This design comes from an exercise in tuning for small area, a short achievable clock period and few clock cycles per item on the open sky130 flow, not from production work.
In this exercise RTL edits were held to simulation tests only and were not proved equivalent to the original.
Power and IR drop assume default switching activity.

==> flow/design.v, too long to show whole: its modules and the start of the top module <==
// module seq_mult_16bit: 1118 lines
module seq_mult_16bit (
    input  wire         clk,
    input  wire         rst_n,
    input  wire         start,
    input  wire [15:0]  a_in,
    input  wire [15:0]  b_in,
    output wire [31:0]  p_out,
    output reg          done
);
  // ...
==> flow/flow/run.sh <==
#!/bin/bash
set -euo pipefail
cd "$(dirname "$0")/.."
bash standard.sh \
  "BUFFER_PORTS_ARGS=-buffer_cell sky130_fd_sc_hd__buf_2" \
  "SYNTH_ARGS=-noabc" \
  finish > flow_make.log 2>&1
==> flow/standard.sh <==
#!/bin/bash
# synth_recipe.tcl (not shown) runs the flow's synth.tcl, then flattens the netlist and writes it again
# the make line also repeats each setting of config.mk as NAME=value (left out here)
make -C /OpenROAD-flow-scripts/flow DESIGN_CONFIG=/design/flow/config.mk WORK_HOME=/design/flow/orfs CLKGATE_MAP_FILE= SYNTH_SCRIPT=/design/flow/synth_recipe.tcl "${@:-finish}"
==> flow/config.mk <==
export PLATFORM = sky130hd
export DESIGN_NAME = seq_mult_16bit
export DESIGN_NICKNAME = seq_mult_16bit
export VERILOG_FILES = /design/flow/design.v
export SDC_FILE = /design/flow/constraint.sdc
export NUM_CORES = 4
export LEC_CHECK = 0
export ABC_AREA = 1
export CAP_MARGIN = 20
export CORE_MARGIN = 2
export CORE_UTILIZATION = 65
export SETUP_SLACK_MARGIN = 1.0
export SLEW_MARGIN = 20
==> flow/constraint.sdc <==
create_clock -name core_clock -period 4.5 [get_ports {clk}]
set_input_delay 0.9000 -clock core_clock [delete_from_list [all_inputs] [get_ports {clk}]]
set_output_delay 0.9000 -clock core_clock [all_outputs]
set_load 0.01 [all_outputs]
==> impl_table.tex, run 1 <==
\begin{tabular}{lr}
\hline
Metric & Value \\
\hline
\multicolumn{2}{l}{\textbf{Run status}} \\
\quad Outcome & complete, no violations \\
\multicolumn{2}{l}{\textbf{Power and ir drop}} \\
\quad Net switching fraction of the power & 0.461 \\
\quad Sequential Power Share & 0.185 \\
\quad Static leakage power & 4.02 nW \\
\quad Group drawing the most power & combinational cells \\
\multicolumn{2}{l}{\textbf{Drt}} \\
\quad Detailed-route vias per instance & 6.12 \\
\quad Final routed DRC violation total & 0 \\
\quad Total via count in the routed design & roughly 5900 \\
\multicolumn{2}{l}{\textbf{Synth}} \\
\quad Compound-cell area share of the yosys netlist & 0.150 \\
\quad Avg Inst Size Synth & 10.0 um\^{}2 \\
\quad Net Count, Synth & between 900 and 1000 \\
\quad Number of enable-type register cells in the synthesized netlist & 0 \\
\quad Parity-gate share of the synthesized area counting xor and xnor cells & 0.173 \\
\multicolumn{2}{l}{\textbf{Global route}} \\
\quad Met2 usage & 0.527 \\
\quad Number of global-route vias before repair & $\sim$5900 \\
\quad Largest net degree at the start of global routing & 18 \\
\quad Global-route track usage on met1 & 0.446 \\
\multicolumn{2}{l}{\textbf{Critical path}} \\
\quad Worst setup path startpoint & r0\_q[6] \\
\quad Data arrival time of the critical path & approximately 2.7 ns \\
\quad Category of the worst setup path capture point & output port \\
\quad Required arrival time at the worst endpoint & about 3.6 ns \\
\quad End point of the critical path & p\_out[30] \\
\quad Stage delay of the slowest cell on the critical path & 0.51 ns \\
\multicolumn{2}{l}{\textbf{Placement}} \\
\quad Routability Congestion & 0.956 \\
\quad Number of I/O port buffers & 67 \\
\quad Setup slack at placement & 0.292 ns \\
\multicolumn{2}{l}{\textbf{Final layout}} \\
\quad Non-CTS inverters & 68 \\
\quad Final-layout clock buffer total & 12 \\
\quad Share of final-layout standard cells stronger than drive strength 1 & 0.383 \\
\quad Commonest cells after routing, fill and taps aside & xor2\_1, o22ai\_1, fa\_1 \\
\quad Non-clock buffer share of cell area & 0.108 \\
\quad Clock network contribution to total cell area & 0.0221 \\
\quad Final cell count without fillers & between 900 and 1000 \\
\quad FF/Latch Area & around 1300 um\^{}2 \\
\multicolumn{2}{l}{\textbf{Clocking}} \\
\quad Clock-pin slew on the worst setup and hold paths & 0.07 ns \\
\quad Hold buffers post-CTS & 0 \\
\quad Number of sinks driven by the clock tree & a little over 60 \\
\quad Root buffer selected by CTS & clkbuf\_8 \\
\multicolumn{2}{l}{\textbf{Timing}} \\
\quad Pin slew with the least headroom to its limit & 0.620 ns \\
\quad Worst slack on hold paths & 0.292 ns \\
\quad Count of final max-slew check failures & 0 \\
\multicolumn{2}{l}{\textbf{Floorplanning}} \\
\quad Number of tapcells & between 100 and 150 \\
\quad Initial core utilization & 0.670 \\
\quad Height of the die & about 110 um \\
\hline
\end{tabular}
Testbench counts, summed over its fixed seeds: cycles 2,400, items 2,400.
==> run 2: changes to the inputs <==
==> flow/design.v (replaced) <==
`timescale 1ns / 1ps
module seq_mult_16bit (
    input  wire         clk,
    input  wire         rst_n,
    input  wire         start,
    input  wire [15:0]  a_in,
    input  wire [15:0]  b_in,
    output wire [31:0]  p_out,
    output reg          done
);
    wire bo0;
    wire bt0;
    wire bn0;
    wire ax0_0;
    wire ax0_1;
    wire ax0_2;
    wire ax0_3;
    wire ax0_4;
    wire ax0_5;
    wire ax0_6;
    wire ax0_7;
    wire ax0_8;
    wire ax0_9;
    wire ax0_10;
    wire ax0_11;
    wire ax0_12;
    wire ax0_13;
    wire ax0_14;
    wire ax0_15;
    wire pp1;
    wire pp2;
    wire pp3;
    wire pp4;
    wire pp5;
    wire pp6;
    wire pp7;
    wire pp8;
    wire pp9;
    wire pp10;
    wire pp11;
    wire pp12;
    wire pp13;
    wire pp14;
    wire pp15;
    wire pp16;
    wire sg17;
    wire sn18;
    wire bo1;
    wire bt1;
    wire bn1;
    wire ax1_0;
    wire ax1_1;
    wire ax1_2;
    wire ax1_3;
    wire ax1_4;
    wire ax1_5;
    wire ax1_6;
    wire ax1_7;
    wire ax1_8;
    wire ax1_9;
    wire ax1_10;
    wire ax1_11;
    wire ax1_12;
    wire ax1_13;
    wire ax1_14;
    wire ax1_15;
    wire pp19;
    wire pp20;
    wire pp21;
    wire pp22;
    wire pp23;
    wire pp24;
    wire pp25;
    wire pp26;
    wire pp27;
    wire pp28;
    wire pp29;
    wire pp30;
    wire pp31;
    wire pp32;
    wire pp33;
    wire pp34;
    wire sn35;
    wire bo2;
    wire bt2;
    wire bn2;
    wire ax2_0;
    wire ax2_1;
    wire ax2_2;
    wire ax2_3;
    wire ax2_4;
    wire ax2_5;
    wire ax2_6;
    wire ax2_7;
    wire ax2_8;
    wire ax2_9;
    wire ax2_10;
    wire ax2_11;
    wire ax2_12;
    wire ax2_13;
    wire ax2_14;
    wire ax2_15;
    wire pp36;
    wire pp37;
    wire pp38;
    wire pp39;
    wire pp40;
    wire pp41;
    wire pp42;
    wire pp43;
    wire pp44;
    wire pp45;
    wire pp46;
    wire pp47;
    wire pp48;
    wire pp49;
    wire pp50;
    wire pp51;
    wire sn52;
    wire bo3;
    wire bt3;
    wire bn3;
    wire ax3_0;
    wire ax3_1;
    wire ax3_2;
    wire ax3_3;
    wire ax3_4;
    wire ax3_5;
    wire ax3_6;
    wire ax3_7;
    wire ax3_8;
    wire ax3_9;
    wire ax3_10;
    wire ax3_11;
    wire ax3_12;
    wire ax3_13;
    wire ax3_14;
    wire ax3_15;
    wire pp53;
    wire pp54;
    wire pp55;
    wire pp56;
    wire pp57;
    wire pp58;
    wire pp59;
    wire pp60;
    wire pp61;
    wire pp62;
    wire pp63;
    wire pp64;
    wire pp65;
    wire pp66;
    wire pp67;
    wire pp68;
    wire sn69;
    wire bo4;
    wire bt4;
    wire bn4;
    wire ax4_0;
    wire ax4_1;
    wire ax4_2;
    wire ax4_3;
    wire ax4_4;
    wire ax4_5;
    wire ax4_6;
    wire ax4_7;
    wire ax4_8;
    wire ax4_9;
    wire ax4_10;
    wire ax4_11;
    wire ax4_12;
    wire ax4_13;
    wire ax4_14;
    wire ax4_15;
    wire pp70;
    wire pp71;
    wire pp72;
    wire pp73;
    wire pp74;
    wire pp75;
    wire pp76;
    wire pp77;
    wire pp78;
    wire pp79;
    wire pp80;
    wire pp81;
    wire pp82;
    wire pp83;
    wire pp84;
    wire pp85;
    wire sn86;
    wire bo5;
    wire bt5;
    wire bn5;
    wire ax5_0;
    wire ax5_1;
    wire ax5_2;
    wire ax5_3;
    wire ax5_4;
    wire ax5_5;
    wire ax5_6;
    wire ax5_7;
    wire ax5_8;
    wire ax5_9;
    wire ax5_10;
    wire ax5_11;
    wire ax5_12;
    wire ax5_13;
    wire ax5_14;
    wire ax5_15;
    wire pp87;
    wire pp88;
    wire pp89;
    wire pp90;
    wire pp91;
    wire pp92;
    wire pp93;
    wire pp94;
    wire pp95;
    wire pp96;
    wire pp97;
    wire pp98;
    wire pp99;
    wire pp100;
    wire pp101;
    wire pp102;
    wire sn103;
    wire bo6;
    wire bt6;
    wire bn6;
    wire ax6_0;
    wire ax6_1;
    wire ax6_2;
    wire ax6_3;
    wire ax6_4;
    wire ax6_5;
    wire ax6_6;
    wire ax6_7;
    wire ax6_8;
    wire ax6_9;
    wire ax6_10;
    wire ax6_11;
    wire ax6_12;
    wire ax6_13;
    wire ax6_14;
    wire ax6_15;
    wire pp104;
    wire pp105;
    wire pp106;
    wire pp107;
    wire pp108;
    wire pp109;
    wire pp110;
    wire pp111;
    wire pp112;
    wire pp113;
    wire pp114;
    wire pp115;
    wire pp116;
    wire pp117;
    wire pp118;
    wire pp119;
    wire sn120;
    wire bo7;
    wire bt7;
    wire bn7;
    wire ax7_0;
    wire ax7_1;
    wire ax7_2;
    wire ax7_3;
    wire ax7_4;
    wire ax7_5;
    wire ax7_6;
    wire ax7_7;
    wire ax7_8;
    wire ax7_9;
    wire ax7_10;
    wire ax7_11;
    wire ax7_12;
    wire ax7_13;
    wire ax7_14;
    wire ax7_15;
    wire pp121;
    wire pp122;
    wire pp123;
    wire pp124;
    wire pp125;
    wire pp126;
    wire pp127;
    wire pp128;
    wire pp129;
    wire pp130;
    wire pp131;
    wire pp132;
    wire pp133;
    wire pp134;
    wire pp135;
    wire pp136;
    wire sn137;
    wire s138;
    wire c139;
    wire s140;
    wire c141;
    wire s142;
    wire c143;
    wire s144;
    wire c145;
    wire s146;
    wire c147;
    wire s148;
    wire c149;
    wire s150;
    wire c151;
    wire s152;
    wire c153;
    wire s154;
    wire c155;
    wire s156;
    wire c157;
    wire s158;
    wire c159;
    wire s160;
    wire c161;
    wire s162;
    wire c163;
    wire s164;
    wire c165;
    wire s166;
    wire c167;
    wire s168;
    wire c169;
    wire s170;
    wire c171;
    wire s172;
    wire c173;
    wire s174;
    wire c175;
    wire s176;
    wire c177;
    wire s178;
    wire c179;
    wire s180;
    wire c181;
    wire s182;
    wire c183;
    wire s184;
    wire c185;
    wire s186;
    wire c187;
    wire s188;
    wire c189;
    wire s190;
    wire c191;
    wire s192;
    wire c193;
    wire s194;
    wire c195;
    wire s196;
    wire c197;
    wire s198;
    wire c199;
    wire s200;
    wire c201;
    wire s202;
    wire c203;
    wire s204;
    wire c205;
    wire s206;
    wire c207;
    wire s208;
    wire c209;
    wire s210;
    wire c211;
    wire s212;
    wire c213;
    wire s214;
    wire c215;
    wire s216;
    wire c217;
    wire s218;
    wire c219;
    wire s220;
    wire c221;
    wire s222;
    wire c223;
    wire s224;
    wire c225;
    wire s226;
    wire c227;
    wire s228;
    wire c229;
    wire s230;
    wire c231;
    wire s232;
    wire c233;
    wire s234;
    wire c235;
    wire s236;
    wire c237;
    wire s238;
    wire c239;
    wire s240;
    wire c241;
    wire s242;
    wire c243;
    wire s244;
    wire c245;
    wire s246;
    wire c247;
    wire s248;
    wire c249;
    wire s250;
    wire c251;
    wire s252;
    wire c253;
    wire s254;
    wire c255;
    wire s256;
    wire c257;
    wire s258;
    wire c259;
    wire s260;
    wire c261;
    wire s262;
    wire c263;
    wire s264;
    wire c265;
    wire s266;
    wire c267;
    wire s268;
    wire c269;
    wire s270;
    wire c271;
    wire s272;
    wire c273;
    wire s274;
    wire c275;
    wire s276;
    wire c277;
    wire s278;
    wire c279;
    wire s280;
    wire c281;
    wire s282;
    wire c283;
    wire s284;
    wire c285;
    wire s286;
    wire c287;
    wire s288;
    wire c289;
    wire s290;
    wire c291;
    wire s292;
    wire c293;
    wire s294;
    wire c295;
    wire s296;
    wire c297;
    wire s298;
    wire c299;
    wire s300;
    wire c301;
    wire s302;
    wire c303;
    wire s304;
    wire c305;
    wire s306;
    wire c307;
    wire s308;
    wire c309;
    wire s310;
    wire c311;
    wire s312;
    wire c313;
    wire s314;
    wire c315;
    wire s316;
    wire c317;
    wire s318;
    wire c319;
    wire s320;
    wire c321;
    wire s322;
    wire c323;
    wire s324;
    wire c325;
    wire s326;
    wire c327;
    wire s328;
    wire c329;
    wire s330;
    wire c331;
    wire s332;
    wire c333;
    wire s334;
    wire c335;
    wire s336;
    wire c337;
    wire s338;
    wire c339;
    wire s340;
    wire c341;
    wire s342;
    wire c343;
    wire s344;
    wire c345;
    wire s346;
    wire c347;
    wire s348;
    wire c349;
    wire s350;
    wire c351;
    wire s352;
    wire c353;
    wire s354;
    wire c355;
    wire s356;
    wire c357;
    wire s358;
    wire c359;
    wire s360;
    wire c361;
    wire s362;
    wire c363;
    assign bo0 = b_in[0] ^ 1'b0;
    assign bt0 = (b_in[1] & ~b_in[0] & ~1'b0) | (~b_in[1] & b_in[0] & 1'b0);
    assign bn0 = b_in[1] & ~(b_in[0] & 1'b0);
    assign ax0_0 = a_in[0] ^ b_in[1];
    assign ax0_1 = a_in[1] ^ b_in[1];
    assign ax0_2 = a_in[2] ^ b_in[1];
    assign ax0_3 = a_in[3] ^ b_in[1];
    assign ax0_4 = a_in[4] ^ b_in[1];
    assign ax0_5 = a_in[5] ^ b_in[1];
    assign ax0_6 = a_in[6] ^ b_in[1];
    assign ax0_7 = a_in[7] ^ b_in[1];
    assign ax0_8 = a_in[8] ^ b_in[1];
    assign ax0_9 = a_in[9] ^ b_in[1];
    assign ax0_10 = a_in[10] ^ b_in[1];
    assign ax0_11 = a_in[11] ^ b_in[1];
    assign ax0_12 = a_in[12] ^ b_in[1];
    assign ax0_13 = a_in[13] ^ b_in[1];
    assign ax0_14 = a_in[14] ^ b_in[1];
    assign ax0_15 = a_in[15] ^ b_in[1];
    assign pp1 = ((bo0 & ax0_0) | (bt0 & b_in[1]));
    assign pp2 = ((bo0 & ax0_1) | (bt0 & ax0_0));
    assign pp3 = ((bo0 & ax0_2) | (bt0 & ax0_1));
    assign pp4 = ((bo0 & ax0_3) | (bt0 & ax0_2));
    assign pp5 = ((bo0 & ax0_4) | (bt0 & ax0_3));
    assign pp6 = ((bo0 & ax0_5) | (bt0 & ax0_4));
    assign pp7 = ((bo0 & ax0_6) | (bt0 & ax0_5));
    assign pp8 = ((bo0 & ax0_7) | (bt0 & ax0_6));
    assign pp9 = ((bo0 & ax0_8) | (bt0 & ax0_7));
    assign pp10 = ((bo0 & ax0_9) | (bt0 & ax0_8));
    assign pp11 = ((bo0 & ax0_10) | (bt0 & ax0_9));
    assign pp12 = ((bo0 & ax0_11) | (bt0 & ax0_10));
    assign pp13 = ((bo0 & ax0_12) | (bt0 & ax0_11));
    assign pp14 = ((bo0 & ax0_13) | (bt0 & ax0_12));
    assign pp15 = ((bo0 & ax0_14) | (bt0 & ax0_13));
    assign pp16 = ((bo0 & ax0_15) | (bt0 & ax0_14));
    assign sg17 = ((bo0 & ax0_15) | (bt0 & ax0_15));
    assign sn18 = ~sg17;
    assign bo1 = b_in[2] ^ b_in[1];
    assign bt1 = (b_in[3] & ~b_in[2] & ~b_in[1]) | (~b_in[3] & b_in[2] & b_in[1]);
    assign bn1 = b_in[3] & ~(b_in[2] & b_in[1]);
    assign ax1_0 = a_in[0] ^ b_in[3];
    assign ax1_1 = a_in[1] ^ b_in[3];
    assign ax1_2 = a_in[2] ^ b_in[3];
    assign ax1_3 = a_in[3] ^ b_in[3];
    assign ax1_4 = a_in[4] ^ b_in[3];
    assign ax1_5 = a_in[5] ^ b_in[3];
    assign ax1_6 = a_in[6] ^ b_in[3];
    assign ax1_7 = a_in[7] ^ b_in[3];
    assign ax1_8 = a_in[8] ^ b_in[3];
    assign ax1_9 = a_in[9] ^ b_in[3];
    assign ax1_10 = a_in[10] ^ b_in[3];
    assign ax1_11 = a_in[11] ^ b_in[3];
    assign ax1_12 = a_in[12] ^ b_in[3];
    assign ax1_13 = a_in[13] ^ b_in[3];
    assign ax1_14 = a_in[14] ^ b_in[3];
    assign ax1_15 = a_in[15] ^ b_in[3];
    assign pp19 = ((bo1 & ax1_0) | (bt1 & b_in[3]));
    assign pp20 = ((bo1 & ax1_1) | (bt1 & ax1_0));
    assign pp21 = ((bo1 & ax1_2) | (bt1 & ax1_1));
    assign pp22 = ((bo1 & ax1_3) | (bt1 & ax1_2));
    assign pp23 = ((bo1 & ax1_4) | (bt1 & ax1_3));
    assign pp24 = ((bo1 & ax1_5) | (bt1 & ax1_4));
    assign pp25 = ((bo1 & ax1_6) | (bt1 & ax1_5));
    assign pp26 = ((bo1 & ax1_7) | (bt1 & ax1_6));
    assign pp27 = ((bo1 & ax1_8) | (bt1 & ax1_7));
    assign pp28 = ((bo1 & ax1_9) | (bt1 & ax1_8));
    assign pp29 = ((bo1 & ax1_10) | (bt1 & ax1_9));
    assign pp30 = ((bo1 & ax1_11) | (bt1 & ax1_10));
    assign pp31 = ((bo1 & ax1_12) | (bt1 & ax1_11));
    assign pp32 = ((bo1 & ax1_13) | (bt1 & ax1_12));
    assign pp33 = ((bo1 & ax1_14) | (bt1 & ax1_13));
    assign pp34 = ((bo1 & ax1_15) | (bt1 & ax1_14));
    assign sn35 = ~(((bo1 & ax1_15) | (bt1 & ax1_15)));
    assign bo2 = b_in[4] ^ b_in[3];
    assign bt2 = (b_in[5] & ~b_in[4] & ~b_in[3]) | (~b_in[5] & b_in[4] & b_in[3]);
    assign bn2 = b_in[5] & ~(b_in[4] & b_in[3]);
    assign ax2_0 = a_in[0] ^ b_in[5];
    assign ax2_1 = a_in[1] ^ b_in[5];
    assign ax2_2 = a_in[2] ^ b_in[5];
    assign ax2_3 = a_in[3] ^ b_in[5];
    assign ax2_4 = a_in[4] ^ b_in[5];
    assign ax2_5 = a_in[5] ^ b_in[5];
    assign ax2_6 = a_in[6] ^ b_in[5];
    assign ax2_7 = a_in[7] ^ b_in[5];
    assign ax2_8 = a_in[8] ^ b_in[5];
    assign ax2_9 = a_in[9] ^ b_in[5];
    assign ax2_10 = a_in[10] ^ b_in[5];
    assign ax2_11 = a_in[11] ^ b_in[5];
    assign ax2_12 = a_in[12] ^ b_in[5];
    assign ax2_13 = a_in[13] ^ b_in[5];
    assign ax2_14 = a_in[14] ^ b_in[5];
    assign ax2_15 = a_in[15] ^ b_in[5];
    assign pp36 = ((bo2 & ax2_0) | (bt2 & b_in[5]));
    assign pp37 = ((bo2 & ax2_1) | (bt2 & ax2_0));
    assign pp38 = ((bo2 & ax2_2) | (bt2 & ax2_1));
    assign pp39 = ((bo2 & ax2_3) | (bt2 & ax2_2));
    assign pp40 = ((bo2 & ax2_4) | (bt2 & ax2_3));
    assign pp41 = ((bo2 & ax2_5) | (bt2 & ax2_4));
    assign pp42 = ((bo2 & ax2_6) | (bt2 & ax2_5));
    assign pp43 = ((bo2 & ax2_7) | (bt2 & ax2_6));
    assign pp44 = ((bo2 & ax2_8) | (bt2 & ax2_7));
    assign pp45 = ((bo2 & ax2_9) | (bt2 & ax2_8));
    assign pp46 = ((bo2 & ax2_10) | (bt2 & ax2_9));
    assign pp47 = ((bo2 & ax2_11) | (bt2 & ax2_10));
    assign pp48 = ((bo2 & ax2_12) | (bt2 & ax2_11));
    assign pp49 = ((bo2 & ax2_13) | (bt2 & ax2_12));
    assign pp50 = ((bo2 & ax2_14) | (bt2 & ax2_13));
    assign pp51 = ((bo2 & ax2_15) | (bt2 & ax2_14));
    assign sn52 = ~(((bo2 & ax2_15) | (bt2 & ax2_15)));
    assign bo3 = b_in[6] ^ b_in[5];
    assign bt3 = (b_in[7] & ~b_in[6] & ~b_in[5]) | (~b_in[7] & b_in[6] & b_in[5]);
    assign bn3 = b_in[7] & ~(b_in[6] & b_in[5]);
    assign ax3_0 = a_in[0] ^ b_in[7];
    assign ax3_1 = a_in[1] ^ b_in[7];
    assign ax3_2 = a_in[2] ^ b_in[7];
    assign ax3_3 = a_in[3] ^ b_in[7];
    assign ax3_4 = a_in[4] ^ b_in[7];
    assign ax3_5 = a_in[5] ^ b_in[7];
    assign ax3_6 = a_in[6] ^ b_in[7];
    assign ax3_7 = a_in[7] ^ b_in[7];
    assign ax3_8 = a_in[8] ^ b_in[7];
    assign ax3_9 = a_in[9] ^ b_in[7];
    assign ax3_10 = a_in[10] ^ b_in[7];
    assign ax3_11 = a_in[11] ^ b_in[7];
    assign ax3_12 = a_in[12] ^ b_in[7];
    assign ax3_13 = a_in[13] ^ b_in[7];
    assign ax3_14 = a_in[14] ^ b_in[7];
    assign ax3_15 = a_in[15] ^ b_in[7];
    assign pp53 = ((bo3 & ax3_0) | (bt3 & b_in[7]));
    assign pp54 = ((bo3 & ax3_1) | (bt3 & ax3_0));
    assign pp55 = ((bo3 & ax3_2) | (bt3 & ax3_1));
    assign pp56 = ((bo3 & ax3_3) | (bt3 & ax3_2));
    assign pp57 = ((bo3 & ax3_4) | (bt3 & ax3_3));
    assign pp58 = ((bo3 & ax3_5) | (bt3 & ax3_4));
    assign pp59 = ((bo3 & ax3_6) | (bt3 & ax3_5));
    assign pp60 = ((bo3 & ax3_7) | (bt3 & ax3_6));
    assign pp61 = ((bo3 & ax3_8) | (bt3 & ax3_7));
    assign pp62 = ((bo3 & ax3_9) | (bt3 & ax3_8));
    assign pp63 = ((bo3 & ax3_10) | (bt3 & ax3_9));
    assign pp64 = ((bo3 & ax3_11) | (bt3 & ax3_10));
    assign pp65 = ((bo3 & ax3_12) | (bt3 & ax3_11));
    assign pp66 = ((bo3 & ax3_13) | (bt3 & ax3_12));
    assign pp67 = ((bo3 & ax3_14) | (bt3 & ax3_13));
    assign pp68 = ((bo3 & ax3_15) | (bt3 & ax3_14));
    assign sn69 = ~(((bo3 & ax3_15) | (bt3 & ax3_15)));
    assign bo4 = b_in[8] ^ b_in[7];
    assign bt4 = (b_in[9] & ~b_in[8] & ~b_in[7]) | (~b_in[9] & b_in[8] & b_in[7]);
    assign bn4 = b_in[9] & ~(b_in[8] & b_in[7]);
    assign ax4_0 = a_in[0] ^ b_in[9];
    assign ax4_1 = a_in[1] ^ b_in[9];
    assign ax4_2 = a_in[2] ^ b_in[9];
    assign ax4_3 = a_in[3] ^ b_in[9];
    assign ax4_4 = a_in[4] ^ b_in[9];
    assign ax4_5 = a_in[5] ^ b_in[9];
    assign ax4_6 = a_in[6] ^ b_in[9];
    assign ax4_7 = a_in[7] ^ b_in[9];
    assign ax4_8 = a_in[8] ^ b_in[9];
    assign ax4_9 = a_in[9] ^ b_in[9];
    assign ax4_10 = a_in[10] ^ b_in[9];
    assign ax4_11 = a_in[11] ^ b_in[9];
    assign ax4_12 = a_in[12] ^ b_in[9];
    assign ax4_13 = a_in[13] ^ b_in[9];
    assign ax4_14 = a_in[14] ^ b_in[9];
    assign ax4_15 = a_in[15] ^ b_in[9];
    assign pp70 = ((bo4 & ax4_0) | (bt4 & b_in[9]));
    assign pp71 = ((bo4 & ax4_1) | (bt4 & ax4_0));
    assign pp72 = ((bo4 & ax4_2) | (bt4 & ax4_1));
    assign pp73 = ((bo4 & ax4_3) | (bt4 & ax4_2));
    assign pp74 = ((bo4 & ax4_4) | (bt4 & ax4_3));
    assign pp75 = ((bo4 & ax4_5) | (bt4 & ax4_4));
    assign pp76 = ((bo4 & ax4_6) | (bt4 & ax4_5));
    assign pp77 = ((bo4 & ax4_7) | (bt4 & ax4_6));
    assign pp78 = ((bo4 & ax4_8) | (bt4 & ax4_7));
    assign pp79 = ((bo4 & ax4_9) | (bt4 & ax4_8));
    assign pp80 = ((bo4 & ax4_10) | (bt4 & ax4_9));
    assign pp81 = ((bo4 & ax4_11) | (bt4 & ax4_10));
    assign pp82 = ((bo4 & ax4_12) | (bt4 & ax4_11));
    assign pp83 = ((bo4 & ax4_13) | (bt4 & ax4_12));
    assign pp84 = ((bo4 & ax4_14) | (bt4 & ax4_13));
    assign pp85 = ((bo4 & ax4_15) | (bt4 & ax4_14));
    assign sn86 = ~(((bo4 & ax4_15) | (bt4 & ax4_15)));
    assign bo5 = b_in[10] ^ b_in[9];
    assign bt5 = (b_in[11] & ~b_in[10] & ~b_in[9]) | (~b_in[11] & b_in[10] & b_in[9]);
    assign bn5 = b_in[11] & ~(b_in[10] & b_in[9]);
    assign ax5_0 = a_in[0] ^ b_in[11];
    assign ax5_1 = a_in[1] ^ b_in[11];
    assign ax5_2 = a_in[2] ^ b_in[11];
    assign ax5_3 = a_in[3] ^ b_in[11];
    assign ax5_4 = a_in[4] ^ b_in[11];
    assign ax5_5 = a_in[5] ^ b_in[11];
    assign ax5_6 = a_in[6] ^ b_in[11];
    assign ax5_7 = a_in[7] ^ b_in[11];
    assign ax5_8 = a_in[8] ^ b_in[11];
    assign ax5_9 = a_in[9] ^ b_in[11];
    assign ax5_10 = a_in[10] ^ b_in[11];
    assign ax5_11 = a_in[11] ^ b_in[11];
    assign ax5_12 = a_in[12] ^ b_in[11];
    assign ax5_13 = a_in[13] ^ b_in[11];
    assign ax5_14 = a_in[14] ^ b_in[11];
    assign ax5_15 = a_in[15] ^ b_in[11];
    assign pp87 = ((bo5 & ax5_0) | (bt5 & b_in[11]));
    assign pp88 = ((bo5 & ax5_1) | (bt5 & ax5_0));
    assign pp89 = ((bo5 & ax5_2) | (bt5 & ax5_1));
    assign pp90 = ((bo5 & ax5_3) | (bt5 & ax5_2));
    assign pp91 = ((bo5 & ax5_4) | (bt5 & ax5_3));
    assign pp92 = ((bo5 & ax5_5) | (bt5 & ax5_4));
    assign pp93 = ((bo5 & ax5_6) | (bt5 & ax5_5));
    assign pp94 = ((bo5 & ax5_7) | (bt5 & ax5_6));
    assign pp95 = ((bo5 & ax5_8) | (bt5 & ax5_7));
    assign pp96 = ((bo5 & ax5_9) | (bt5 & ax5_8));
    assign pp97 = ((bo5 & ax5_10) | (bt5 & ax5_9));
    assign pp98 = ((bo5 & ax5_11) | (bt5 & ax5_10));
    assign pp99 = ((bo5 & ax5_12) | (bt5 & ax5_11));
    assign pp100 = ((bo5 & ax5_13) | (bt5 & ax5_12));
    assign pp101 = ((bo5 & ax5_14) | (bt5 & ax5_13));
    assign pp102 = ((bo5 & ax5_15) | (bt5 & ax5_14));
    assign sn103 = ~(((bo5 & ax5_15) | (bt5 & ax5_15)));
    assign bo6 = b_in[12] ^ b_in[11];
    assign bt6 = (b_in[13] & ~b_in[12] & ~b_in[11]) | (~b_in[13] & b_in[12] & b_in[11]);
    assign bn6 = b_in[13] & ~(b_in[12] & b_in[11]);
    assign ax6_0 = a_in[0] ^ b_in[13];
    assign ax6_1 = a_in[1] ^ b_in[13];
    assign ax6_2 = a_in[2] ^ b_in[13];
    assign ax6_3 = a_in[3] ^ b_in[13];
    assign ax6_4 = a_in[4] ^ b_in[13];
    assign ax6_5 = a_in[5] ^ b_in[13];
    assign ax6_6 = a_in[6] ^ b_in[13];
    assign ax6_7 = a_in[7] ^ b_in[13];
    assign ax6_8 = a_in[8] ^ b_in[13];
    assign ax6_9 = a_in[9] ^ b_in[13];
    assign ax6_10 = a_in[10] ^ b_in[13];
    assign ax6_11 = a_in[11] ^ b_in[13];
    assign ax6_12 = a_in[12] ^ b_in[13];
    assign ax6_13 = a_in[13] ^ b_in[13];
    assign ax6_14 = a_in[14] ^ b_in[13];
    assign ax6_15 = a_in[15] ^ b_in[13];
    assign pp104 = ((bo6 & ax6_0) | (bt6 & b_in[13]));
    assign pp105 = ((bo6 & ax6_1) | (bt6 & ax6_0));
    assign pp106 = ((bo6 & ax6_2) | (bt6 & ax6_1));
    assign pp107 = ((bo6 & ax6_3) | (bt6 & ax6_2));
    assign pp108 = ((bo6 & ax6_4) | (bt6 & ax6_3));
    assign pp109 = ((bo6 & ax6_5) | (bt6 & ax6_4));
    assign pp110 = ((bo6 & ax6_6) | (bt6 & ax6_5));
    assign pp111 = ((bo6 & ax6_7) | (bt6 & ax6_6));
    assign pp112 = ((bo6 & ax6_8) | (bt6 & ax6_7));
    assign pp113 = ((bo6 & ax6_9) | (bt6 & ax6_8));
    assign pp114 = ((bo6 & ax6_10) | (bt6 & ax6_9));
    assign pp115 = ((bo6 & ax6_11) | (bt6 & ax6_10));
    assign pp116 = ((bo6 & ax6_12) | (bt6 & ax6_11));
    assign pp117 = ((bo6 & ax6_13) | (bt6 & ax6_12));
    assign pp118 = ((bo6 & ax6_14) | (bt6 & ax6_13));
    assign pp119 = ((bo6 & ax6_15) | (bt6 & ax6_14));
    assign sn120 = ~(((bo6 & ax6_15) | (bt6 & ax6_15)));
    assign bo7 = b_in[14] ^ b_in[13];
    assign bt7 = (b_in[15] & ~b_in[14] & ~b_in[13]) | (~b_in[15] & b_in[14] & b_in[13]);
    assign bn7 = b_in[15] & ~(b_in[14] & b_in[13]);
    assign ax7_0 = a_in[0] ^ b_in[15];
    assign ax7_1 = a_in[1] ^ b_in[15];
    assign ax7_2 = a_in[2] ^ b_in[15];
    assign ax7_3 = a_in[3] ^ b_in[15];
    assign ax7_4 = a_in[4] ^ b_in[15];
    assign ax7_5 = a_in[5] ^ b_in[15];
    assign ax7_6 = a_in[6] ^ b_in[15];
    assign ax7_7 = a_in[7] ^ b_in[15];
    assign ax7_8 = a_in[8] ^ b_in[15];
    assign ax7_9 = a_in[9] ^ b_in[15];
    assign ax7_10 = a_in[10] ^ b_in[15];
    assign ax7_11 = a_in[11] ^ b_in[15];
    assign ax7_12 = a_in[12] ^ b_in[15];
    assign ax7_13 = a_in[13] ^ b_in[15];
    assign ax7_14 = a_in[14] ^ b_in[15];
    assign ax7_15 = a_in[15] ^ b_in[15];
    assign pp121 = ((bo7 & ax7_0) | (bt7 & b_in[15]));
    assign pp122 = ((bo7 & ax7_1) | (bt7 & ax7_0));
    assign pp123 = ((bo7 & ax7_2) | (bt7 & ax7_1));
    assign pp124 = ((bo7 & ax7_3) | (bt7 & ax7_2));
    assign pp125 = ((bo7 & ax7_4) | (bt7 & ax7_3));
    assign pp126 = ((bo7 & ax7_5) | (bt7 & ax7_4));
    assign pp127 = ((bo7 & ax7_6) | (bt7 & ax7_5));
    assign pp128 = ((bo7 & ax7_7) | (bt7 & ax7_6));
    assign pp129 = ((bo7 & ax7_8) | (bt7 & ax7_7));
    assign pp130 = ((bo7 & ax7_9) | (bt7 & ax7_8));
    assign pp131 = ((bo7 & ax7_10) | (bt7 & ax7_9));
    assign pp132 = ((bo7 & ax7_11) | (bt7 & ax7_10));
    assign pp133 = ((bo7 & ax7_12) | (bt7 & ax7_11));
    assign pp134 = ((bo7 & ax7_13) | (bt7 & ax7_12));
    assign pp135 = ((bo7 & ax7_14) | (bt7 & ax7_13));
    assign pp136 = ((bo7 & ax7_15) | (bt7 & ax7_14));
    assign sn137 = ~(((bo7 & ax7_15) | (bt7 & ax7_15)));
    assign s138 = bn5 ^ pp11;
    assign c139 = bn5 & pp11;
    assign s140 = pp12 ^ pp28;
    assign c141 = pp12 & pp28;
    assign s142 = bn6 ^ pp104 ^ pp13;
    assign c143 = (bn6 & pp104) | (pp13 & (bn6 ^ pp104));
    assign s144 = pp29 ^ pp44;
    assign c145 = pp29 & pp44;
    assign s146 = pp105 ^ pp14 ^ pp30;
    assign c147 = (pp105 & pp14) | (pp30 & (pp105 ^ pp14));
    assign s148 = pp45 ^ pp60;
    assign c149 = pp45 & pp60;
    assign s150 = bn7 ^ pp106 ^ pp121;
    assign c151 = (bn7 & pp106) | (pp121 & (bn7 ^ pp106));
    assign s152 = pp15 ^ pp31 ^ pp46;
    assign c153 = (pp15 & pp31) | (pp46 & (pp15 ^ pp31));
    assign s154 = pp61 ^ pp76;
    assign c155 = pp61 & pp76;
    assign s156 = pp107 ^ pp122 ^ pp16;
    assign c157 = (pp107 & pp122) | (pp16 & (pp107 ^ pp122));
    assign s158 = pp32 ^ pp47 ^ pp62;
    assign c159 = (pp32 & pp47) | (pp62 & (pp32 ^ pp47));
    assign s160 = pp77 ^ pp92;
    assign c161 = pp77 & pp92;
    assign s162 = pp108 ^ pp123 ^ pp33;
    assign c163 = (pp108 & pp123) | (pp33 & (pp108 ^ pp123));
    assign s164 = pp48 ^ pp63 ^ pp78;
    assign c165 = (pp48 & pp63) | (pp78 & (pp48 ^ pp63));
    assign s166 = pp93 ^ sg17;
    assign c167 = pp93 & sg17;
    assign s168 = pp109 ^ pp124 ^ pp34;
    assign c169 = (pp109 & pp124) | (pp34 & (pp109 ^ pp124));
    assign s170 = pp49 ^ pp64 ^ pp79;
    assign c171 = (pp49 & pp64) | (pp79 & (pp49 ^ pp64));
    assign s172 = pp94 ^ sg17;
    assign c173 = pp94 & sg17;
    assign s174 = pp110 ^ pp125 ^ pp50;
    assign c175 = (pp110 & pp125) | (pp50 & (pp110 ^ pp125));
    assign s176 = pp65 ^ pp80 ^ pp95;
    assign c177 = (pp65 & pp80) | (pp95 & (pp65 ^ pp80));
    assign s178 = sn35 ^ sn18;
    assign c179 = sn35 & sn18;
    assign s180 = 1'b1 ^ pp111 ^ pp126;
    assign c181 = (1'b1 & pp111) | (pp126 & (1'b1 ^ pp111));
    assign s182 = pp51 ^ pp66 ^ pp81;
    assign c183 = (pp51 & pp66) | (pp81 & (pp51 ^ pp66));
    assign s184 = pp112 ^ pp127 ^ pp67;
    assign c185 = (pp112 & pp127) | (pp67 & (pp112 ^ pp127));
    assign s186 = 1'b1 ^ pp113;
    assign c187 = 1'b1 & pp113;
    assign s188 = bn3 ^ pp23;
    assign c189 = bn3 & pp23;
    assign s190 = pp24 ^ pp39;
    assign c191 = pp24 & pp39;
    assign s192 = bn4 ^ pp25 ^ pp40;
    assign c193 = (bn4 & pp25) | (pp40 & (bn4 ^ pp25));
    assign s194 = pp55 ^ pp70;
    assign c195 = pp55 & pp70;
    assign s196 = pp10 ^ pp26 ^ pp41;
    assign c197 = (pp10 & pp26) | (pp41 & (pp10 ^ pp26));
    assign s198 = pp56 ^ pp71;
    assign c199 = pp56 & pp71;
    assign s200 = pp27 ^ pp42 ^ pp57;
    assign c201 = (pp27 & pp42) | (pp57 & (pp27 ^ pp42));
    assign s202 = pp72 ^ pp87 ^ s138;
    assign c203 = (pp72 & pp87) | (s138 & (pp72 ^ pp87));
    assign s204 = pp43 ^ pp58 ^ pp73;
    assign c205 = (pp43 & pp58) | (pp73 & (pp43 ^ pp58));
    assign s206 = pp88 ^ c139 ^ s140;
    assign c207 = (pp88 & c139) | (s140 & (pp88 ^ c139));
    assign s208 = pp59 ^ pp74 ^ pp89;
    assign c209 = (pp59 & pp74) | (pp89 & (pp59 ^ pp74));
    assign s210 = c141 ^ s144 ^ s142;
    assign c211 = (c141 & s144) | (s142 & (c141 ^ s144));
    assign s212 = pp75 ^ pp90 ^ c145;
    assign c213 = (pp75 & pp90) | (c145 & (pp75 ^ pp90));
    assign s214 = s148 ^ c143 ^ s146;
    assign c215 = (s148 & c143) | (s146 & (s148 ^ c143));
    assign s216 = pp91 ^ c149 ^ s154;
    assign c217 = (pp91 & c149) | (s154 & (pp91 ^ c149));
    assign s218 = c147 ^ s150 ^ s152;
    assign c219 = (c147 & s150) | (s152 & (c147 ^ s150));
    assign s220 = c155 ^ s160 ^ c151;
    assign c221 = (c155 & s160) | (c151 & (c155 ^ s160));
    assign s222 = c153 ^ s156 ^ s158;
    assign c223 = (c153 & s156) | (s158 & (c153 ^ s156));
    assign s224 = c161 ^ s166 ^ c157;
    assign c225 = (c161 & s166) | (c157 & (c161 ^ s166));
    assign s226 = c159 ^ s162 ^ s164;
    assign c227 = (c159 & s162) | (s164 & (c159 ^ s162));
    assign s228 = c167 ^ s172 ^ c163;
    assign c229 = (c167 & s172) | (c163 & (c167 ^ s172));
    assign s230 = c165 ^ s168 ^ s170;
    assign c231 = (c165 & s168) | (s170 & (c165 ^ s168));
    assign s232 = c173 ^ s178 ^ c169;
    assign c233 = (c173 & s178) | (c169 & (c173 ^ s178));
    assign s234 = c171 ^ s174 ^ s176;
    assign c235 = (c171 & s174) | (s176 & (c171 ^ s174));
    assign s236 = pp96 ^ c179 ^ c175;
    assign c237 = (pp96 & c179) | (c175 & (pp96 ^ c179));
    assign s238 = c177 ^ s180 ^ s182;
    assign c239 = (c177 & s180) | (s182 & (c177 ^ s180));
    assign s240 = pp82 ^ pp97 ^ sn52;
    assign c241 = (pp82 & pp97) | (sn52 & (pp82 ^ pp97));
    assign s242 = c181 ^ c183 ^ s184;
    assign c243 = (c181 & c183) | (s184 & (c181 ^ c183));
    assign s244 = pp128 ^ pp68 ^ pp83;
    assign c245 = (pp128 & pp68) | (pp83 & (pp128 ^ pp68));
    assign s246 = pp98 ^ s186 ^ c185;
    assign c247 = (pp98 & s186) | (c185 & (pp98 ^ s186));
    assign s248 = pp114 ^ pp129 ^ pp84;
    assign c249 = (pp114 & pp129) | (pp84 & (pp114 ^ pp129));
    assign s250 = pp99 ^ sn69 ^ c187;
    assign c251 = (pp99 & sn69) | (c187 & (pp99 ^ sn69));
    assign s252 = 1'b1 ^ pp100 ^ pp115;
    assign c253 = (1'b1 & pp100) | (pp115 & (1'b1 ^ pp100));
    assign s254 = pp130 ^ pp85;
    assign c255 = pp130 & pp85;
    assign s256 = pp101 ^ pp116 ^ pp131;
    assign c257 = (pp101 & pp116) | (pp131 & (pp101 ^ pp116));
    assign s258 = 1'b1 ^ pp102;
    assign c259 = 1'b1 & pp102;
    assign s260 = bn2 ^ pp21;
    assign c261 = bn2 & pp21;
    assign s262 = pp22 ^ pp37;
    assign c263 = pp22 & pp37;
    assign s264 = pp38 ^ pp53 ^ pp7;
    assign c265 = (pp38 & pp53) | (pp7 & (pp38 ^ pp53));
    assign s266 = pp54 ^ pp8 ^ c189;
    assign c267 = (pp54 & pp8) | (c189 & (pp54 ^ pp8));
    assign s268 = pp9 ^ c191 ^ s194;
    assign c269 = (pp9 & c191) | (s194 & (pp9 ^ c191));
    assign s270 = c195 ^ s198 ^ c193;
    assign c271 = (c195 & s198) | (c193 & (c195 ^ s198));
    assign s272 = c199 ^ c197 ^ s200;
    assign c273 = (c199 & c197) | (s200 & (c199 ^ c197));
    assign s274 = c201 ^ s204 ^ c203;
    assign c275 = (c201 & s204) | (c203 & (c201 ^ s204));
    assign s276 = c205 ^ s208 ^ c207;
    assign c277 = (c205 & s208) | (c207 & (c205 ^ s208));
    assign s278 = c209 ^ s212 ^ c211;
    assign c279 = (c209 & s212) | (c211 & (c209 ^ s212));
    assign s280 = c213 ^ s216 ^ c215;
    assign c281 = (c213 & s216) | (c215 & (c213 ^ s216));
    assign s282 = c217 ^ c219 ^ s220;
    assign c283 = (c217 & c219) | (s220 & (c217 ^ c219));
    assign s284 = c221 ^ c223 ^ s224;
    assign c285 = (c221 & c223) | (s224 & (c221 ^ c223));
    assign s286 = c225 ^ c227 ^ s228;
    assign c287 = (c225 & c227) | (s228 & (c225 ^ c227));
    assign s288 = c229 ^ c231 ^ s232;
    assign c289 = (c229 & c231) | (s232 & (c229 ^ c231));
    assign s290 = c233 ^ c235 ^ s236;
    assign c291 = (c233 & c235) | (s236 & (c233 ^ c235));
    assign s292 = s240 ^ c237 ^ c239;
    assign c293 = (s240 & c237) | (c239 & (s240 ^ c237));
    assign s294 = c241 ^ s244 ^ c243;
    assign c295 = (c241 & s244) | (c243 & (c241 ^ s244));
    assign s296 = c245 ^ s248 ^ s250;
    assign c297 = (c245 & s248) | (s250 & (c245 ^ s248));
    assign s298 = s254 ^ c249 ^ s252;
    assign c299 = (s254 & c249) | (s252 & (s254 ^ c249));
    assign s300 = sn86 ^ c255 ^ c253;
    assign c301 = (sn86 & c255) | (c253 & (sn86 ^ c255));
    assign s302 = pp117 ^ pp132 ^ s258;
    assign c303 = (pp117 & pp132) | (s258 & (pp117 ^ pp132));
    assign s304 = pp118 ^ pp133 ^ sn103;
    assign c305 = (pp118 & pp133) | (sn103 & (pp118 ^ pp133));
    assign s306 = 1'b1 ^ pp119;
    assign c307 = 1'b1 & pp119;
    assign s308 = bn1 ^ pp19;
    assign c309 = bn1 & pp19;
    assign s310 = pp20 ^ pp4;
    assign c311 = pp20 & pp4;
    assign s312 = pp36 ^ pp5 ^ s260;
    assign c313 = (pp36 & pp5) | (s260 & (pp36 ^ pp5));
    assign s314 = pp6 ^ c261 ^ s262;
    assign c315 = (pp6 & c261) | (s262 & (pp6 ^ c261));
    assign s316 = c263 ^ s188 ^ s264;
    assign c317 = (c263 & s188) | (s264 & (c263 ^ s188));
    assign s318 = s190 ^ c265 ^ s266;
    assign c319 = (s190 & c265) | (s266 & (s190 ^ c265));
    assign s320 = s192 ^ c267 ^ s268;
    assign c321 = (s192 & c267) | (s268 & (s192 ^ c267));
    assign s322 = s196 ^ c269 ^ s270;
    assign c323 = (s196 & c269) | (s270 & (s196 ^ c269));
    assign s324 = s202 ^ c271 ^ s272;
    assign c325 = (s202 & c271) | (s272 & (s202 ^ c271));
    assign s326 = s206 ^ c273 ^ s274;
    assign c327 = (s206 & c273) | (s274 & (s206 ^ c273));
    assign s328 = s210 ^ c275 ^ s276;
    assign c329 = (s210 & c275) | (s276 & (s210 ^ c275));
    assign s330 = s214 ^ c277 ^ s278;
    assign c331 = (s214 & c277) | (s278 & (s214 ^ c277));
    assign s332 = s218 ^ c279 ^ s280;
    assign c333 = (s218 & c279) | (s280 & (s218 ^ c279));
    assign s334 = s222 ^ c281 ^ s282;
    assign c335 = (s222 & c281) | (s282 & (s222 ^ c281));
    assign s336 = s226 ^ c283 ^ s284;
    assign c337 = (s226 & c283) | (s284 & (s226 ^ c283));
    assign s338 = s230 ^ c285 ^ s286;
    assign c339 = (s230 & c285) | (s286 & (s230 ^ c285));
    assign s340 = s234 ^ c287 ^ s288;
    assign c341 = (s234 & c287) | (s288 & (s234 ^ c287));
    assign s342 = s238 ^ c289 ^ s290;
    assign c343 = (s238 & c289) | (s290 & (s238 ^ c289));
    assign s344 = s242 ^ c291 ^ s292;
    assign c345 = (s242 & c291) | (s292 & (s242 ^ c291));
    assign s346 = s246 ^ c293 ^ s294;
    assign c347 = (s246 & c293) | (s294 & (s246 ^ c293));
    assign s348 = c247 ^ s296 ^ c295;
    assign c349 = (c247 & s296) | (c295 & (c247 ^ s296));
    assign s350 = c251 ^ s298 ^ c297;
    assign c351 = (c251 & s298) | (c297 & (c251 ^ s298));
    assign s352 = s256 ^ c299 ^ s300;
    assign c353 = (s256 & c299) | (s300 & (s256 ^ c299));
    assign s354 = c257 ^ s302 ^ c301;
    assign c355 = (c257 & s302) | (c301 & (c257 ^ s302));
    assign s356 = c259 ^ s304 ^ c303;
    assign c357 = (c259 & s304) | (c303 & (c259 ^ s304));
    assign s358 = pp134 ^ s306 ^ c305;
    assign c359 = (pp134 & s306) | (c305 & (pp134 ^ s306));
    assign s360 = pp135 ^ sn120 ^ c307;
    assign c361 = (pp135 & sn120) | (c307 & (pp135 ^ sn120));
    assign s362 = 1'b1 ^ pp136;
    assign c363 = 1'b1 & pp136;
    reg [31:0] r0_q, r1_q;
    always @(posedge clk) begin
        r0_q[0] <= bn0;
        r1_q[0] <= pp1;
        r0_q[1] <= pp2;
        r0_q[2] <= pp3;
        r1_q[2] <= s308;
        r0_q[3] <= c309;
        r1_q[3] <= s310;
        r0_q[4] <= c311;
        r1_q[4] <= s312;
        r0_q[5] <= c313;
        r1_q[5] <= s314;
        r0_q[6] <= c315;
        r1_q[6] <= s316;
        r0_q[7] <= c317;
        r1_q[7] <= s318;
        r0_q[8] <= c319;
        r1_q[8] <= s320;
        r0_q[9] <= c321;
        r1_q[9] <= s322;
        r0_q[10] <= c323;
        r1_q[10] <= s324;
        r0_q[11] <= c325;
        r1_q[11] <= s326;
        r0_q[12] <= c327;
        r1_q[12] <= s328;
        r0_q[13] <= c329;
        r1_q[13] <= s330;
        r0_q[14] <= c331;
        r1_q[14] <= s332;
        r0_q[15] <= c333;
        r1_q[15] <= s334;
        r0_q[16] <= c335;
        r1_q[16] <= s336;
        r0_q[17] <= c337;
        r1_q[17] <= s338;
        r0_q[18] <= c339;
        r1_q[18] <= s340;
        r0_q[19] <= c341;
        r1_q[19] <= s342;
        r0_q[20] <= c343;
        r1_q[20] <= s344;
        r0_q[21] <= c345;
        r1_q[21] <= s346;
        r0_q[22] <= c347;
        r1_q[22] <= s348;
        r0_q[23] <= s350;
        r1_q[23] <= c349;
        r0_q[24] <= s352;
        r1_q[24] <= c351;
        r0_q[25] <= c353;
        r1_q[25] <= s354;
        r0_q[26] <= s356;
        r1_q[26] <= c355;
        r0_q[27] <= s358;
        r1_q[27] <= c357;
        r0_q[28] <= s360;
        r1_q[28] <= c359;
        r0_q[29] <= s362;
        r1_q[29] <= c361;
        r0_q[30] <= sn137;
        r1_q[30] <= c363;
    end
    wire hg0;
    wire hg1;
    wire hg2;
    wire hg3;
    wire hg4;
    wire hg5;
    wire hg6;
    wire hg7;
    wire hg8;
    wire hg9;
    wire hg10;
    wire hg11;
    wire hg12;
    wire hg13;
    wire hg14;
    wire hg15;
    wire hg16;
    wire hg17;
    wire hg18;
    wire hg19;
    wire hg20;
    wire hg21;
    wire hg22;
    wire hg23;
    wire hg24;
    wire hg25;
    wire hg26;
    wire hg27;
    wire hg28;
    wire hg29;
    wire hg30;
    wire hg31;
    wire hp0;
    wire hp1;
    wire hp2;
    wire hp3;
    wire hp4;
    wire hp5;
    wire hp6;
    wire hp7;
    wire hp8;
    wire hp9;
    wire hp10;
    wire hp11;
    wire hp12;
    wire hp13;
    wire hp14;
    wire hp15;
    wire hp16;
    wire hp17;
    wire hp18;
    wire hp19;
    wire hp20;
    wire hp21;
    wire hp22;
    wire hp23;
    wire hp24;
    wire hp25;
    wire hp26;
    wire hp27;
    wire hp28;
    wire hp29;
    wire hp30;
    wire hp31;
    wire hG1;
    wire hP1;
    wire hG2;
    wire hP2;
    wire hG3;
    wire hP3;
    wire hG4;
    wire hP4;
    wire hG5;
    wire hP5;
    wire hG6;
    wire hP6;
    wire hG7;
    wire hP7;
    wire hG8;
    wire hP8;
    wire hG9;
    wire hP9;
    wire hG10;
    wire hP10;
    wire hG11;
    wire hP11;
    wire hG12;
    wire hP12;
    wire hG13;
    wire hP13;
    wire hG14;
    wire hP14;
    wire hG15;
    wire hP15;
    wire hG16;
    wire hP16;
    wire hG17;
    wire hP17;
    wire hG18;
    wire hP18;
    wire hG19;
    wire hP19;
    wire hG20;
    wire hP20;
    wire hG21;
    wire hP21;
    wire hG22;
    wire hP22;
    wire hG23;
    wire hP23;
    wire hG24;
    wire hP24;
    wire hG25;
    wire hP25;
    wire hG26;
    wire hP26;
    wire hG27;
    wire hP27;
    wire hG28;
    wire hP28;
    wire hG29;
    wire hP29;
    wire hG30;
    wire hP30;
    wire hG31;
    wire hP31;
    wire hG32;
    wire hP32;
    wire hG33;
    wire hP33;
    wire hG34;
    wire hP34;
    wire hG35;
    wire hP35;
    wire hG36;
    wire hP36;
    wire hG37;
    wire hP37;
    wire hG38;
    wire hP38;
    wire hG39;
    wire hP39;
    wire hG40;
    wire hP40;
    wire hG41;
    wire hP41;
    wire hG42;
    wire hP42;
    wire hG43;
    wire hP43;
    wire hG44;
    wire hP44;
    wire hG45;
    wire hP45;
    wire hG46;
    wire hP46;
    wire hG47;
    wire hP47;
    wire hG48;
    wire hP48;
    wire hG49;
    wire hP49;
    wire hG50;
    wire hP50;
    wire hG51;
    wire hP51;
    wire hG52;
    wire hP52;
    wire hG53;
    wire hP53;
    wire hG54;
    wire hP54;
    wire hG55;
    wire hP55;
    wire hG56;
    wire hP56;
    wire hG57;
    wire hP57;
    wire hs0;
    wire hs1;
    wire hs2;
    wire hs3;
    wire hs4;
    wire hs5;
    wire hs6;
    wire hs7;
    wire hs8;
    wire hs9;
    wire hs10;
    wire hs11;
    wire hs12;
    wire hs13;
    wire hs14;
    wire hs15;
    wire hs16;
    wire hs17;
    wire hs18;
    wire hs19;
    wire hs20;
    wire hs21;
    wire hs22;
    wire hs23;
    wire hs24;
    wire hs25;
    wire hs26;
    wire hs27;
    wire hs28;
    wire hs29;
    wire hs30;
    wire hs31;
    assign hg0 = r0_q[0] & r1_q[0];
    assign hp0 = r0_q[0] ^ r1_q[0];
    assign hg1 = r0_q[1] & 1'b0;
    assign hp1 = r0_q[1] ^ 1'b0;
    assign hg2 = r0_q[2] & r1_q[2];
    assign hp2 = r0_q[2] ^ r1_q[2];
    assign hg3 = r0_q[3] & r1_q[3];
    assign hp3 = r0_q[3] ^ r1_q[3];
    assign hg4 = r0_q[4] & r1_q[4];
    assign hp4 = r0_q[4] ^ r1_q[4];
    assign hg5 = r0_q[5] & r1_q[5];
    assign hp5 = r0_q[5] ^ r1_q[5];
    assign hg6 = r0_q[6] & r1_q[6];
    assign hp6 = r0_q[6] ^ r1_q[6];
    assign hg7 = r0_q[7] & r1_q[7];
    assign hp7 = r0_q[7] ^ r1_q[7];
    assign hg8 = r0_q[8] & r1_q[8];
    assign hp8 = r0_q[8] ^ r1_q[8];
    assign hg9 = r0_q[9] & r1_q[9];
    assign hp9 = r0_q[9] ^ r1_q[9];
    assign hg10 = r0_q[10] & r1_q[10];
    assign hp10 = r0_q[10] ^ r1_q[10];
    assign hg11 = r0_q[11] & r1_q[11];
    assign hp11 = r0_q[11] ^ r1_q[11];
    assign hg12 = r0_q[12] & r1_q[12];
    assign hp12 = r0_q[12] ^ r1_q[12];
    assign hg13 = r0_q[13] & r1_q[13];
    assign hp13 = r0_q[13] ^ r1_q[13];
    assign hg14 = r0_q[14] & r1_q[14];
    assign hp14 = r0_q[14] ^ r1_q[14];
    assign hg15 = r0_q[15] & r1_q[15];
    assign hp15 = r0_q[15] ^ r1_q[15];
    assign hg16 = r0_q[16] & r1_q[16];
    assign hp16 = r0_q[16] ^ r1_q[16];
    assign hg17 = r0_q[17] & r1_q[17];
    assign hp17 = r0_q[17] ^ r1_q[17];
    assign hg18 = r0_q[18] & r1_q[18];
    assign hp18 = r0_q[18] ^ r1_q[18];
    assign hg19 = r0_q[19] & r1_q[19];
    assign hp19 = r0_q[19] ^ r1_q[19];
    assign hg20 = r0_q[20] & r1_q[20];
    assign hp20 = r0_q[20] ^ r1_q[20];
    assign hg21 = r0_q[21] & r1_q[21];
    assign hp21 = r0_q[21] ^ r1_q[21];
    assign hg22 = r0_q[22] & r1_q[22];
    assign hp22 = r0_q[22] ^ r1_q[22];
    assign hg23 = r0_q[23] & r1_q[23];
    assign hp23 = r0_q[23] ^ r1_q[23];
    assign hg24 = r0_q[24] & r1_q[24];
    assign hp24 = r0_q[24] ^ r1_q[24];
    assign hg25 = r0_q[25] & r1_q[25];
    assign hp25 = r0_q[25] ^ r1_q[25];
    assign hg26 = r0_q[26] & r1_q[26];
    assign hp26 = r0_q[26] ^ r1_q[26];
    assign hg27 = r0_q[27] & r1_q[27];
    assign hp27 = r0_q[27] ^ r1_q[27];
    assign hg28 = r0_q[28] & r1_q[28];
    assign hp28 = r0_q[28] ^ r1_q[28];
    assign hg29 = r0_q[29] & r1_q[29];
    assign hp29 = r0_q[29] ^ r1_q[29];
    assign hg30 = r0_q[30] & r1_q[30];
    assign hp30 = r0_q[30] ^ r1_q[30];
    assign hg31 = 1'b1 & 1'b0;
    assign hp31 = 1'b1 ^ 1'b0;
    assign hG1 = hg1 | (hp1 & hg0);
    assign hP1 = hp1 & hp0;
    assign hG2 = hg3 | (hp3 & hg2);
    assign hP2 = hp3 & hp2;
    assign hG3 = hg5 | (hp5 & hg4);
    assign hP3 = hp5 & hp4;
    assign hG4 = hg7 | (hp7 & hg6);
    assign hP4 = hp7 & hp6;
    assign hG5 = hg9 | (hp9 & hg8);
    assign hP5 = hp9 & hp8;
    assign hG6 = hg11 | (hp11 & hg10);
    assign hP6 = hp11 & hp10;
    assign hG7 = hg13 | (hp13 & hg12);
    assign hP7 = hp13 & hp12;
    assign hG8 = hg15 | (hp15 & hg14);
    assign hP8 = hp15 & hp14;
    assign hG9 = hg17 | (hp17 & hg16);
    assign hP9 = hp17 & hp16;
    assign hG10 = hg19 | (hp19 & hg18);
    assign hP10 = hp19 & hp18;
    assign hG11 = hg21 | (hp21 & hg20);
    assign hP11 = hp21 & hp20;
    assign hG12 = hg23 | (hp23 & hg22);
    assign hP12 = hp23 & hp22;
    assign hG13 = hg25 | (hp25 & hg24);
    assign hP13 = hp25 & hp24;
    assign hG14 = hg27 | (hp27 & hg26);
    assign hP14 = hp27 & hp26;
    assign hG15 = hg29 | (hp29 & hg28);
    assign hP15 = hp29 & hp28;
    assign hG16 = hg31 | (hp31 & hg30);
    assign hP16 = hp31 & hp30;
    assign hG17 = hG2 | (hP2 & hG1);
    assign hP17 = hP2 & hP1;
    assign hG18 = hG4 | (hP4 & hG3);
    assign hP18 = hP4 & hP3;
    assign hG19 = hG6 | (hP6 & hG5);
    assign hP19 = hP6 & hP5;
    assign hG20 = hG8 | (hP8 & hG7);
    assign hP20 = hP8 & hP7;
    assign hG21 = hG10 | (hP10 & hG9);
    assign hP21 = hP10 & hP9;
    assign hG22 = hG12 | (hP12 & hG11);
    assign hP22 = hP12 & hP11;
    assign hG23 = hG14 | (hP14 & hG13);
    assign hP23 = hP14 & hP13;
    assign hG24 = hG16 | (hP16 & hG15);
    assign hP24 = hP16 & hP15;
    assign hG25 = hG18 | (hP18 & hG17);
    assign hP25 = hP18 & hP17;
    assign hG26 = hG20 | (hP20 & hG19);
    assign hP26 = hP20 & hP19;
    assign hG27 = hG22 | (hP22 & hG21);
    assign hP27 = hP22 & hP21;
    assign hG28 = hG24 | (hP24 & hG23);
    assign hP28 = hP24 & hP23;
    assign hG29 = hG26 | (hP26 & hG25);
    assign hP29 = hP26 & hP25;
    assign hG30 = hG28 | (hP28 & hG27);
    assign hP30 = hP28 & hP27;
    assign hG31 = hG30 | (hP30 & hG29);
    assign hP31 = hP30 & hP29;
    assign hG32 = hG27 | (hP27 & hG29);
    assign hP32 = hP27 & hP29;
    assign hG33 = hG19 | (hP19 & hG25);
    assign hP33 = hP19 & hP25;
    assign hG34 = hG21 | (hP21 & hG29);
    assign hP34 = hP21 & hP29;
    assign hG35 = hG23 | (hP23 & hG32);
    assign hP35 = hP23 & hP32;
    assign hG36 = hG3 | (hP3 & hG17);
    assign hP36 = hP3 & hP17;
    assign hG37 = hG5 | (hP5 & hG25);
    assign hP37 = hP5 & hP25;
    assign hG38 = hG7 | (hP7 & hG33);
    assign hP38 = hP7 & hP33;
    assign hG39 = hG9 | (hP9 & hG29);
    assign hP39 = hP9 & hP29;
    assign hG40 = hG11 | (hP11 & hG34);
    assign hP40 = hP11 & hP34;
    assign hG41 = hG13 | (hP13 & hG32);
    assign hP41 = hP13 & hP32;
    assign hG42 = hG15 | (hP15 & hG35);
    assign hP42 = hP15 & hP35;
    assign hG43 = hg2 | (hp2 & hG1);
    assign hP43 = hp2 & hP1;
    assign hG44 = hg4 | (hp4 & hG17);
    assign hP44 = hp4 & hP17;
    assign hG45 = hg6 | (hp6 & hG36);
    assign hP45 = hp6 & hP36;
    assign hG46 = hg8 | (hp8 & hG25);
    assign hP46 = hp8 & hP25;
    assign hG47 = hg10 | (hp10 & hG37);
    assign hP47 = hp10 & hP37;
    assign hG48 = hg12 | (hp12 & hG33);
    assign hP48 = hp12 & hP33;
    assign hG49 = hg14 | (hp14 & hG38);
    assign hP49 = hp14 & hP38;
    assign hG50 = hg16 | (hp16 & hG29);
    assign hP50 = hp16 & hP29;
    assign hG51 = hg18 | (hp18 & hG39);
    assign hP51 = hp18 & hP39;
    assign hG52 = hg20 | (hp20 & hG34);
    assign hP52 = hp20 & hP34;
    assign hG53 = hg22 | (hp22 & hG40);
    assign hP53 = hp22 & hP40;
    assign hG54 = hg24 | (hp24 & hG32);
    assign hP54 = hp24 & hP32;
    assign hG55 = hg26 | (hp26 & hG41);
    assign hP55 = hp26 & hP41;
    assign hG56 = hg28 | (hp28 & hG35);
    assign hP56 = hp28 & hP35;
    assign hG57 = hg30 | (hp30 & hG42);
    assign hP57 = hp30 & hP42;
    assign hs0 = hp0;
    assign hs1 = hp1 ^ hg0;
    assign hs2 = hp2 ^ hG1;
    assign hs3 = hp3 ^ hG43;
    assign hs4 = hp4 ^ hG17;
    assign hs5 = hp5 ^ hG44;
    assign hs6 = hp6 ^ hG36;
    assign hs7 = hp7 ^ hG45;
    assign hs8 = hp8 ^ hG25;
    assign hs9 = hp9 ^ hG46;
    assign hs10 = hp10 ^ hG37;
    assign hs11 = hp11 ^ hG47;
    assign hs12 = hp12 ^ hG33;
    assign hs13 = hp13 ^ hG48;
    assign hs14 = hp14 ^ hG38;
    assign hs15 = hp15 ^ hG49;
    assign hs16 = hp16 ^ hG29;
    assign hs17 = hp17 ^ hG50;
    assign hs18 = hp18 ^ hG39;
    assign hs19 = hp19 ^ hG51;
    assign hs20 = hp20 ^ hG34;
    assign hs21 = hp21 ^ hG52;
    assign hs22 = hp22 ^ hG40;
    assign hs23 = hp23 ^ hG53;
    assign hs24 = hp24 ^ hG32;
    assign hs25 = hp25 ^ hG54;
    assign hs26 = hp26 ^ hG41;
    assign hs27 = hp27 ^ hG55;
    assign hs28 = hp28 ^ hG35;
    assign hs29 = hp29 ^ hG56;
    assign hs30 = hp30 ^ hG42;
    assign hs31 = hp31 ^ hG57;
    assign p_out = {hs31, hs30, hs29, hs28, hs27, hs26, hs25, hs24, hs23, hs22, hs21, hs20, hs19, hs18, hs17, hs16, hs15, hs14, hs13, hs12, hs11, hs10, hs9, hs8, hs7, hs6, hs5, hs4, hs3, hs2, hs1, hs0};
    always @(posedge clk or negedge rst_n) begin
        if (!rst_n) done <= 1'b0;
        else        done <= start;
    end
endmodule
==> run 2 against run 1 <==
Effect of this change:
- still clean
- sequential share of layout area is 0.35 points higher
- count of clock-buffer cells in the layout is 1 higher
- sequential power hardly changed
- cell area is 2.4% lower
- synthesized area is 1.8% higher
- critical path type is now input port to register
- largest power group unchanged
- highest routed layer unchanged
==> impl_table.tex, run 2 <==
\begin{tabular}{lr}
\hline
Metric & Value \\
\hline
\multicolumn{2}{l}{\textbf{Floorplanning}} \\
\quad Height of the die & 111 um (was 110 um) \\
\quad Initial core utilization & 0.659 (was 0.670) \\
\quad I/O pins & 68 (unchanged) \\
\multicolumn{2}{l}{\textbf{Drt}} \\
\quad Detailed-route vias per instance & 6.05 (was 6.12) \\
\quad Final routed DRC violation total & 0 (unchanged) \\
\quad Detail Route Antenna Nets & 0 (unchanged) \\
\quad Total via count in the routed design & 5720 (was 5947) \\
\multicolumn{2}{l}{\textbf{Critical path}} \\
\quad Stage delay of the slowest cell on the critical path & 0.56 ns (was 0.51 ns) \\
\quad Data arrival time of the critical path & 3.69 ns (was 2.66 ns) \\
\quad Cell type of the slowest stage on the worst timing path & fa\_1 (unchanged) \\
\quad Required arrival time at the worst endpoint & 4.71 ns (was 3.60 ns) \\
\quad Worst setup path startpoint & b\_in[5] (was r0\_q[6]) \\
\quad Category of the worst setup path capture point & register (was output port) \\
\quad End point of the critical path & r1\_q[15] (was p\_out[30]) \\
\multicolumn{2}{l}{\textbf{Timing}} \\
\quad Final worst path period share & 0.772 (was 0.790) \\
\quad Final setup vio count & 0 (unchanged) \\
\quad Count of final max-slew check failures & 0 (unchanged) \\
\quad Pin slew with the least headroom to its limit & 0.647 ns (was 0.620 ns) \\
\multicolumn{2}{l}{\textbf{Synth}} \\
\quad Net Count, Synth & 961 (was 918) \\
\quad Synth async-reset ratio & 0.0161 (unchanged) \\
\quad Number of enable-type register cells in the synthesized netlist & 0 (unchanged) \\
\quad Avg Inst Size Synth & 9.71 um\^{}2 (was 10.0 um\^{}2) \\
\multicolumn{2}{l}{\textbf{Clocking}} \\
\quad Clock-pin slew on the worst setup and hold paths & 0.05 ns (was 0.07 ns) \\
\quad Hold buffers post-CTS & 0 (unchanged) \\
\quad Root buffer selected by CTS & clkbuf\_16 (was clkbuf\_8) \\
\quad Number of sinks driven by the clock tree & 62 (unchanged) \\
\multicolumn{2}{l}{\textbf{Global route}} \\
\quad Largest net degree at the start of global routing & 19 (was 18) \\
\quad Number of global-route vias before repair & 5790 (was 5902) \\
\multicolumn{2}{l}{\textbf{Final layout}} \\
\quad Most common cell after layout, fill and taps aside & xnor2\_1 (was xor2\_1) \\
\quad Commonest cells after routing, fill and taps aside & xnor2\_1, fa\_1, o22ai\_1 (was xor2\_1, o22ai\_1, fa\_1) \\
\quad Share of final-layout standard cells stronger than drive strength 1 & 0.315 (was 0.383) \\
\multicolumn{2}{l}{\textbf{Power and ir drop}} \\
\quad Static leakage power & 3.81 nW (was 4.02 nW) \\
\multicolumn{2}{l}{\textbf{Placement}} \\
\quad Number of I/O port buffers & 67 (unchanged) \\
\multicolumn{2}{l}{\textbf{Run status}} \\
\quad Outcome & complete, no violations (unchanged) \\
\hline
\end{tabular}
## run 2: per-stage QoR
step | setup WS, ns | std cells | cell area (um^2) | hold slack (ns)
5_1_grt | 0.948 | 945 | 8830 | 0.319
3_5_place_dp | 0.459 | 908 | 7760 | 0.675
3_3_place_gp | 0.506 | 908 | 7760 | 0.675
2_1_floorplan | 0.983 | 765 | 7700 | 0.604
6_report | 1.02 | 945 | 8830 | 0.323
4_1_cts | 0.957 | 930 | 8300 | 0.312
## run 2: worst min path at each step
stage               endpoint  slack [ns]  cells after the start
CTS                     done        0.31                      1
finish                  done        0.32                      1
global placement        done        0.67                      1
floorplan               done        0.60                      0
global route            done        0.32                      1
detailed placement      done        0.68                      1
## run 2: where the power goes
part | internal, W | switching [W]
Clock | 0.000529 | 0.000250
Combinational | 0.00163 | 0.00192
Sequential | 0.000826 | 0.000181
## run 2: cells by family (layout without fill, tap and decap cells)
| kind of cell | Yosys count | in the layout | synth area share |
|---|---|---|---|
| adder cells (fa/ha/maj) | 161 | 161 | 0.376 |
| AO/OA/AOI/OAI | 151 | 151 | 0.124 |
| buffers and inverters | 143 | 180 | 0.0992 |
| XOR/XNOR | 142 | 142 | 0.167 |
| AND/OR/NAND/NOR | 106 | 106 | 0.0652 |
| flip-flops | 62 | 62 | 0.168 |
## run 2: what timing repair did
item                       4_1_cts  5_1_grt
pin swaps                        6       23
setup endpoints to repair       29       25
resized for setup               34       86
gates cloned                     0        1
setup buffers                    6       14
## run 2: layout make-up
class	instances	area (um^2)
Multi-Input combinational cell	560	6110
Fill cell	717	2440
Tap cell	143	179
Clock buffer	13	270
Sequential cell	62	1260
Timing Repair inverter	1	5.00
Clock inverter	3	65.1
Inverter	64	280
Timing Repair Buffer	99	657
## run 2: routing by layer
layer | wire length, um | vias to the layer above | track usage
met2 | 8890 | 252 | 0.495
met5 | 0 | - | 0
li1 | - | 2589 | -
met4 | 415 | 0 | 0.0858
met1 | 8250 | 2848 | 0.457
met3 | 1740 | 31 | 0.0700
Testbench counts of run 2, summed over its fixed seeds: cycles 2,400, items 2,400.

Check on run 2: ideal ports give 1.024 ns setup slack; a clkbuf_16 on the clock port and buf_2 on the inputs give 0.998 ns; moving port delays by the midpoint clock arrival (0.379 ns) as well gives 0.656 ns.
